What follows belongs to an exercise in optimizing a design on an open flow for a short achievable clock period and few clock cycles; a production flow would make more cautious choices. Function was checked by simulation only, so behaviour that the tests miss may differ from the original. Power is estimated from default activity; no workload was simulated.

## main
==> flow/design.v (excerpt) <==
module cpu (
    input         clk,
    input         reset_n,
    input         mmu_mem_ready,
    input [31:0]  mmu_data_out,
    output        mmu_write_enable,
    output        mmu_read_enable,
    output        mmu_mem_signed_read,
    output [ 1:0] mmu_mem_data_width,
    output [31:0] mmu_address,
    output [31:0] mmu_data_in,
    output wire [31:0] uart_data,
    output        rf_write_enable,
    output [ 4:0] rf_write_reg,
    output [31:0] rf_write_data
);
Size in the first run: roughly 170 I/O pins, ~0.13 mm² of cells after synthesis.
clock: 6.7 ns
lec_check: 0
abc_clock_period_in_ps: 2400
cap_margin: 20
core_margin: 2
core_utilization: 40
place_density: 0.5
setup_slack_margin: 4.3
slew_margin: 20
standard.sh (not shown) runs the stock make flow with config.mk's settings and CLKGATE_MAP_FILE= SYNTH_SCRIPT=/design/flow/synth_recipe.tcl, a recipe that flattens the netlist after the stock synthesis.
==> flow/flow/run.sh <==
#!/bin/bash
# Layout flow: the standard flow (standard.sh) with two changes in
# synthesis, both after the register mapping, which stays the standard flow's own:
#  - ABC maps the logic with flow/abc_map.script (delay-oriented standard-cell
#    mapping) in place of ORFS's abc_speed.script;
#  - flow/upsize.tcl sets the combinational cells of drive strength 0 and 1
#    to drive strength 2 (same function and pins), so that the weakest cells
#    do not drive the longer wires.
# Every later step of the layout is the standard flow's own. Each tool's output goes to
# the ORFS logs under orfs/logs; make's own output goes to own_flow.log.
set -euo pipefail
W=$(pwd)
F=$W/flow
tail -n 1 "$W/synth_recipe.tcl" | grep -q '^write_verilog'
{
  echo 'proc abc {args} {'
  echo '  set i [lsearch $args -script]'
  echo "  if {\$i >= 0} { lset args [expr {\$i+1}] {$F/abc_map.script} }"
  echo '  yosys abc {*}$args'
  echo '}'
  head -n -1 "$W/synth_recipe.tcl"
  echo "source {$F/upsize.tcl}"
  tail -n 1 "$W/synth_recipe.tcl"
} > "$W/own_synth.tcl"
sed "s#SYNTH_SCRIPT=[^ ]*#SYNTH_SCRIPT=$W/own_synth.tcl#" "$W/standard.sh" > "$W/own_standard.sh"
grep -q "SYNTH_SCRIPT=$W/own_synth.tcl" "$W/own_standard.sh"
bash "$W/own_standard.sh" > "$W/own_flow.log" 2>&1
Other scripts of this flow, unchanged in this note and not shown: flow/flow/abc_map.script, flow/flow/upsize.tcl
main | stages: all done | timing, DRC, antenna: all pass
Testbench counts of main, summed over its fixed seeds: cycles 32,674.
> inputs changed (main -> the feature branch)
Settings: changing PLACE_DENSITY from 0.5 to 0.55.
Results
~same clock distribution area overhead in the final layout in the feature branch and main
Compared with main, in the feature branch portion of total power attributed to the clock network decreased 0.3 points; detailed-route via count increased about 1%; pin count of the biggest net entering global routing increased 12; routed wire length decreased 3.0%.

* * *

Setup of exp/delta:
Another version of the RTL of cpu (not shown whole).
Size: ~10000 cells after synthesis.
clock: 6.7 ns
lec_check: 0
abc_clock_period_in_ps: 2400
cap_margin: 20
core_margin: 2
core_utilization: 45
place_density: 0.55
setup_slack_margin: 4.3
slew_margin: 20
Scripts as last shown in full above: flow/flow/run.sh
Other scripts of this flow, unchanged in this note and not shown: flow/flow/abc_map.script, flow/flow/upsize.tcl
No stage failed in exp/delta, and the final checks on the layout all came back clean.
Testbench counts of exp/delta, summed over its fixed seeds: cycles 33,670.
#### Input delta (exp/fjord over exp/delta)
Settings: changing CORE_UTILIZATION from 45 to 40; changing PLACE_DENSITY from 0.55 to 0.45.
==> comparison <==
- [exp/fjord vs exp/delta] clock network power share: higher in exp/fjord
- From exp/delta to exp/fjord the numbers moved as follows: proportion of final cell area spent on non-clock buffers climbed 0.40 points; placeable core region climbed 12%; worst slew margin relative to its limit climbed 4.1 points; logic depth of the worst register-to-register path climbed 10.
- Routed wire length sits higher in exp/fjord than in exp/delta.
- Compared with exp/delta, in exp/fjord final worst slack went down by 60 ps, cell area after placement went up by 0.60%, number of nets at the end of the flow went up by 0.86%.
- Global-route wire length before repair for exp/fjord is higher than for exp/delta.
[inputs] exp/quartz vs exp/fjord
Settings: SETUP_SLACK_MARGIN: 4.3 -> 3.9; PLACE_DENSITY: 0.45 -> 0.5.
--- outcome ---
- exp/quartz vs exp/fjord — global-route usage dropped 2.9 points.
- Compared with exp/fjord, in exp/quartz sequential share of cell area went up; wire length reported by the detailed router went down.
- exp/quartz completed every stage of the flow, and the final layout passed the timing, DRC and antenna checks.
- Termination of the worst setup path = e_b[16]: exp/quartz; termination of the worst setup path = e_bn[28]: exp/fjord
Edits applied to the flow inputs when going from exp/quartz to exp/willow:
Settings: changing SETUP_SLACK_MARGIN from 3.9 to 4.3.
Notes after the runs:
exp/willow: flow completed, timing, DRC and antenna clean. Transition at the pin with the smallest max-transition slack: exp/willow vs exp/quartz up 3.9 ps. Delta (exp/willow minus exp/quartz): detailed-route via count increased by about 4.4% relative to the old numbers; total power up 5.4%.

## static timing again, ports no longer ideal
The results above use ideal ports. As a check the final layouts listed here were re-extracted and re-timed, cells and wires unchanged. Step 1 assumes that a clkbuf_16 drives the clock port and a buf_2 every other input. Step 2 moves the port delays by t, midway between the first and last clock arrival at a register: inputs arrive t later, outputs are due t later. That takes back most of the time a late clock gives input paths. Three values: ideal, step 1, step 2; two values: the first two.
run	t, ns	setup WS [ns]	latest minus earliest clock arrival (ns)	pins driven straight from the clock port
main	1.039	3.739 / 3.715 / 2.676	0.088 / 0.088	1
the feature branch	1.027	3.665 / 3.652 / 2.624	0.107 / 0.107	1
exp/delta	1.032	3.546 / 3.578 / 2.546	0.088 / 0.088	1
exp/fjord	1.019	3.486 / 3.446 / 2.427	0.108 / 0.108	1
exp/quartz	1.016	3.600 / 3.542 / 2.526	0.129 / 0.129	1
exp/willow	1.042	3.684 / 3.654 / 2.692	0.133 / 0.133	1
After both steps setup and hold are still met in every run listed. The setup slack of exp/quartz, which loses most, moves by -0.058 ns with the drivers and by -1.074 ns with both steps.
